This design comes from an exercise in tuning for small area on the open sky130 flow, not from production work.
RTL that was checked went through simulation tests only; none was proved equivalent to the original.

## rev 12
==> module tb_hw, before the edit <==
module tb_hw (
    input clk,
    input rst,
    output out_test,
    input uart_rx,
    output rpi_tx,
    input sck_in,
    input ws_in,
    input sd_in,
    output out_test2,
    output [7:0] led
);
    wire rstn = ~rst;
    reg uart_m, uart_s;
    reg sck_m, sck_s;
    reg ws_m, ws_s;
    reg sd_m, sd_s;
    always @(posedge clk) begin
        uart_m <= uart_rx & rstn;
        uart_s <= uart_m & rstn;
        sck_m  <= sck_in & rstn;
        sck_s  <= sck_m & rstn;
    end
    always @(posedge clk) begin
        ws_m <= ws_in; ws_s <= ws_m;
        sd_m <= sd_in; sd_s <= sd_m;
    end
    assign rpi_tx = uart_s;
    reg sck_d1, sck_d2;
    always @(posedge clk) begin
        sck_d1 <= sck_s & rstn;
        sck_d2 <= sck_d1 & rstn;
    end
    wire sck_p = sck_d1 & ~sck_d2;
    wire sck_n = ~sck_d1 & sck_d2;
    wire p_ld = sck_p & rstn;
    wire p_hd = ~sck_p & rstn;
    reg wsd, wsd1;
    always @(posedge clk) begin
        wsd  <= (ws_s & p_ld) | (wsd  & p_hd);
        wsd1 <= (wsd  & p_ld) | (wsd1 & p_hd);
    end
    wire wsp = wsd ^ wsd1;
    wire sample_clk = wsp & ~wsd;
    reg [3:0] counter;
    always @(posedge clk) begin
        if (rst) counter <= 4'd0;
        else if (sck_n) begin
            if (wsp) counter <= 4'd15;
            else if (counter != 4'd0) counter <= counter - 4'd1;
        end
    end
    reg [15:0] buffer;
    wire sd_r = sd_s & rstn;
    genvar gi;
    generate
        for (gi = 0; gi < 16; gi = gi + 1) begin : g_buf
            wire wr = rst | (sck_p & (counter == gi));
            always @(posedge clk) buffer[gi] <= wr ? sd_r : buffer[gi];
        end
    endgenerate
    reg [15:0] left_channel, right_channel;
    wire ld_l = sck_p & wsp & wsd;
    wire ld_r = sck_p & wsp & ~wsd;
    wire l_ld = ld_l & rstn, l_hd = ~ld_l & rstn;
    wire r_ld = ld_r & rstn, r_hd = ~ld_r & rstn;
    always @(posedge clk) begin
        left_channel  <= (buffer & {16{l_ld}}) | (left_channel  & {16{l_hd}});
        right_channel <= (buffer & {16{r_ld}}) | (right_channel & {16{r_hd}});
    end
    reg [16:0] dac_l, dac_r;
    wire [16:0] dac_l_nx, dac_r_nx;
    wire pos_l = ~dac_l[16];
    wire pos_r = ~dac_r[16];
    rca #(17) u_add_l (.a(dac_l), .b({pos_l, ~left_channel[15],  left_channel[14:0]}),  .ci(pos_l), .s(dac_l_nx));
    rca #(17) u_add_r (.a(dac_r), .b({pos_r, ~right_channel[15], right_channel[14:0]}), .ci(pos_r), .s(dac_r_nx));
    always @(posedge clk) begin
        dac_l <= dac_l_nx | {17{rst}};
        dac_r <= dac_r_nx | {17{rst}};
    end
    assign out_test  = pos_l;
    assign out_test2 = pos_r;
    reg [30:0] ema;
    wire [15:0] ema_hi = ema[30:15];
    wire [16:0] ema_d;
    wire [15:0] ema_x  = right_channel & {16{sample_clk}};
    wire [15:0] ema_nh = ~(ema_hi & {16{sample_clk}});
    rca #(17) u_ema_sub (.a({ema_x[15], ema_x}), .b({ema_nh[15], ema_nh}), .ci(1'b1), .s(ema_d));
    wire s = ema_d[16];
    wire [19:0] dx  = {{3{s}}, ema_d};              
    wire [19:0] d4x = {s, ema_d[16:0], 2'b00};       
    wire [19:0] cs_s;                                 
    wire [20:0] cs_c;                                 
    assign cs_c[0] = 1'b0;
    generate
        for (gi = 0; gi < 20; gi = gi + 1) begin : g_csa
            assign cs_s[gi]   = ema[gi] ^ dx[gi] ^ d4x[gi];
            assign cs_c[gi+1] = (ema[gi] & dx[gi]) | (ema[gi] & d4x[gi]) | (dx[gi] & d4x[gi]);
        end
    endgenerate
    wire [20:0] ema_lo_nx;
    rca #(21) u_ema_lo (.a({1'b0, cs_s}), .b({1'b0, cs_c[19:0]}), .ci(1'b0), .s(ema_lo_nx));
    wire ema_inc = ema_lo_nx[20] & ~s;
    wire ema_dec = ~ema_lo_nx[20] & s;
    wire [10:0] ones, zeros;
    assign ones[0] = 1'b1;
    assign zeros[0] = 1'b1;
    generate
        for (gi = 1; gi < 11; gi = gi + 1) begin : g_pre
            assign ones[gi]  = ones[gi-1] & ema[19+gi];
            assign zeros[gi] = zeros[gi-1] & ~ema[19+gi];
        end
    endgenerate
    wire [10:0] ema_flip = ({11{ema_inc}} & ones) | ({11{ema_dec}} & zeros);
    wire [30:0] ema_nx = {ema[30:20] ^ ema_flip, ema_lo_nx[19:0]};
    always @(posedge clk) ema <= ema_nx & {31{rstn}};
    wire [14:0] mlo = ema_hi[14:0];
    wire neg = ema_hi[15];
    function automatic ge(input n, input [14:0] lo, input [15:0] t);
        ge = n ? (lo != 15'd0) && ({1'b0, lo} <= 16'd32768 - t) : ({1'b0, lo} >= t);
    endfunction
    wire [6:0] th = {ge(neg, mlo, 16'd29205), ge(neg, mlo, 16'd7336), ge(neg, mlo, 16'd1464),
                     ge(neg, mlo, 16'd368), ge(neg, mlo, 16'd93), ge(neg, mlo, 16'd19), ge(neg, mlo, 16'd5)};
    wire [2:0] lvl = {th[3], th[5] | (th[1] & ~th[3]), th[6] | (th[4] & ~th[5]) | (th[2] & ~th[3]) | (th[0] & ~th[1])};
    reg [2:0] lvl1, lvl2, lvl3;
    reg on;
    always @(posedge clk) begin
        lvl1 <= lvl & {3{rstn}};
        lvl2 <= lvl1 & {3{rstn}};
        lvl3 <= lvl2;
        on <= rstn;
    end
    wire [7:0] bar = {8{on}} & {lvl3 == 3'd7, lvl3 >= 3'd6, lvl3 >= 3'd5, lvl3 >= 3'd4,
                                lvl3 >= 3'd3, lvl3 >= 3'd2, lvl3 >= 3'd1, 1'b1};
    assign led = ~{bar[0], bar[1], bar[2], bar[3], bar[4], bar[5], bar[6], bar[7]};
endmodule
==> flow/config.mk <==
export PLATFORM = sky130hd
export DESIGN_NAME = tb_hw
export DESIGN_NICKNAME = tb_hw
export VERILOG_FILES = /design/flow/design.v
export SDC_FILE = /design/flow/constraint.sdc
export NUM_CORES = 4
export LEC_CHECK = 0
export CAP_MARGIN = 20
export CORE_MARGIN = 2
export CORE_UTILIZATION = 55
export SLEW_MARGIN = 20
export SYNTH_MEMORY_MAX_BITS = 262144
==> flow/constraint.sdc <==
create_clock -name core_clock -period 10.0 [get_ports {clk}]
set_input_delay 2.0000 -clock core_clock [delete_from_list [all_inputs] [get_ports {clk}]]
set_output_delay 2.0000 -clock core_clock [all_outputs]
set_load 0.01 [all_outputs]
standard.sh (not shown) runs the stock make flow with config.mk's settings and CLKGATE_MAP_FILE= SYNTH_SCRIPT=/design/flow/synth_recipe.tcl, a recipe that flattens the netlist after the stock synthesis.
==> flow/flow/run.sh <==
#!/bin/bash
# Standard ORFS layout with three changes: ports buffered with buf_1 cells,
# clock tree built from clkbuf_8 cells without dummy loads, and larger
# sink clusters.  Each tool's output is in orfs/logs; make's own output goes
# to flow_make.log.
set -euo pipefail
bash standard.sh \
  "BUFFER_PORTS_ARGS=-buffer_cell sky130_fd_sc_hd__buf_1" \
  "CTS_ARGS=-sink_clustering_enable -repair_clock_nets -dont_use_dummy_load -buf_list sky130_fd_sc_hd__clkbuf_4 -sink_clustering_size 20 -sink_clustering_max_diameter 60" \
  finish > flow_make.log 2>&1
Rev 12: all stages complete, timing, DRC and antenna checks passed
For rev 13, these inputs were changed with respect to rev 12:
--- a/flow/design.v
+++ b/flow/design.v
@@ -62,5 +62,5 @@
     end
     wire wsp = wsd ^ wsd1;
-    wire sample_clk = wsp & ~wsd;
+    wire sample_clk = wsd1 & ~wsd;
     reg [3:0] counter;
     always @(posedge clk) begin
@@ -81,6 +81,6 @@
     endgenerate
     reg [15:0] left_channel, right_channel;
-    wire ld_l = sck_p & wsp & wsd;
-    wire ld_r = sck_p & wsp & ~wsd;
+    wire ld_l = sck_p & wsd & ~wsd1;
+    wire ld_r = sck_p & sample_clk;
     wire l_ld = ld_l & rstn, l_hd = ~ld_l & rstn;
     wire r_ld = ld_r & rstn, r_hd = ~ld_r & rstn;
Results
Total number of nets in the final design of rev 13 exceeds that of rev 12 by a few percent. Complex-gate fraction of the synthesized area: rev 13 vs rev 12 down 1.2 points. Higher met1 routing resource usage after global routing among rev 12 and rev 13: rev 13. Rev 13 packs its core more tightly than rev 12. [compare] base=rev 12 new=rev 13: cell area went up by 130 µm², maximum single-stage delay on the critical path went down by 0.03 ns, count of placed standard cells including taps went up by 16, biggest fanout along the worst timing path went up by 1, worst hold slack went up by 0.0041 ns. Rev 13 against rev 12; per-instance average area after synthesis is down slightly. The setup slack of rev 13 is larger than that of rev 12. Sort rev 12 and rev 13 by total of fill cells in the finished design, ascending, and rev 12 comes first.
For rev 13, only the layout was checked, not whether the RTL still works.

what the ideal ports hide:
No port has a modelled driver above. Below, the same layouts with a new extraction and two added sets of constraints. Step 1, drivers: a clkbuf_16 drives clk and a buf_2 each remaining input, both assumed. Step 2 adds t to the input delays and takes it off the output delays; t is the mean of the earliest and latest rising clock arrival at the registers after step 1. Input paths then give back, and output paths get back, about the clock's delay inside the block. Three values: ideal, step 1, step 2; two values: the first two.
| run | t, ns | setup WS [ns] | hold slack, ns |
|---|---|---|---|
| rev 12 | 0.550 | 0.311 / 0.311 / 0.311 | 0.333 / 0.333 / 0.333 |
| rev 13 | 0.555 | 0.339 / 0.339 / 0.339 | 0.337 / 0.337 / 0.337 |
After both steps every run listed still meets setup and hold.
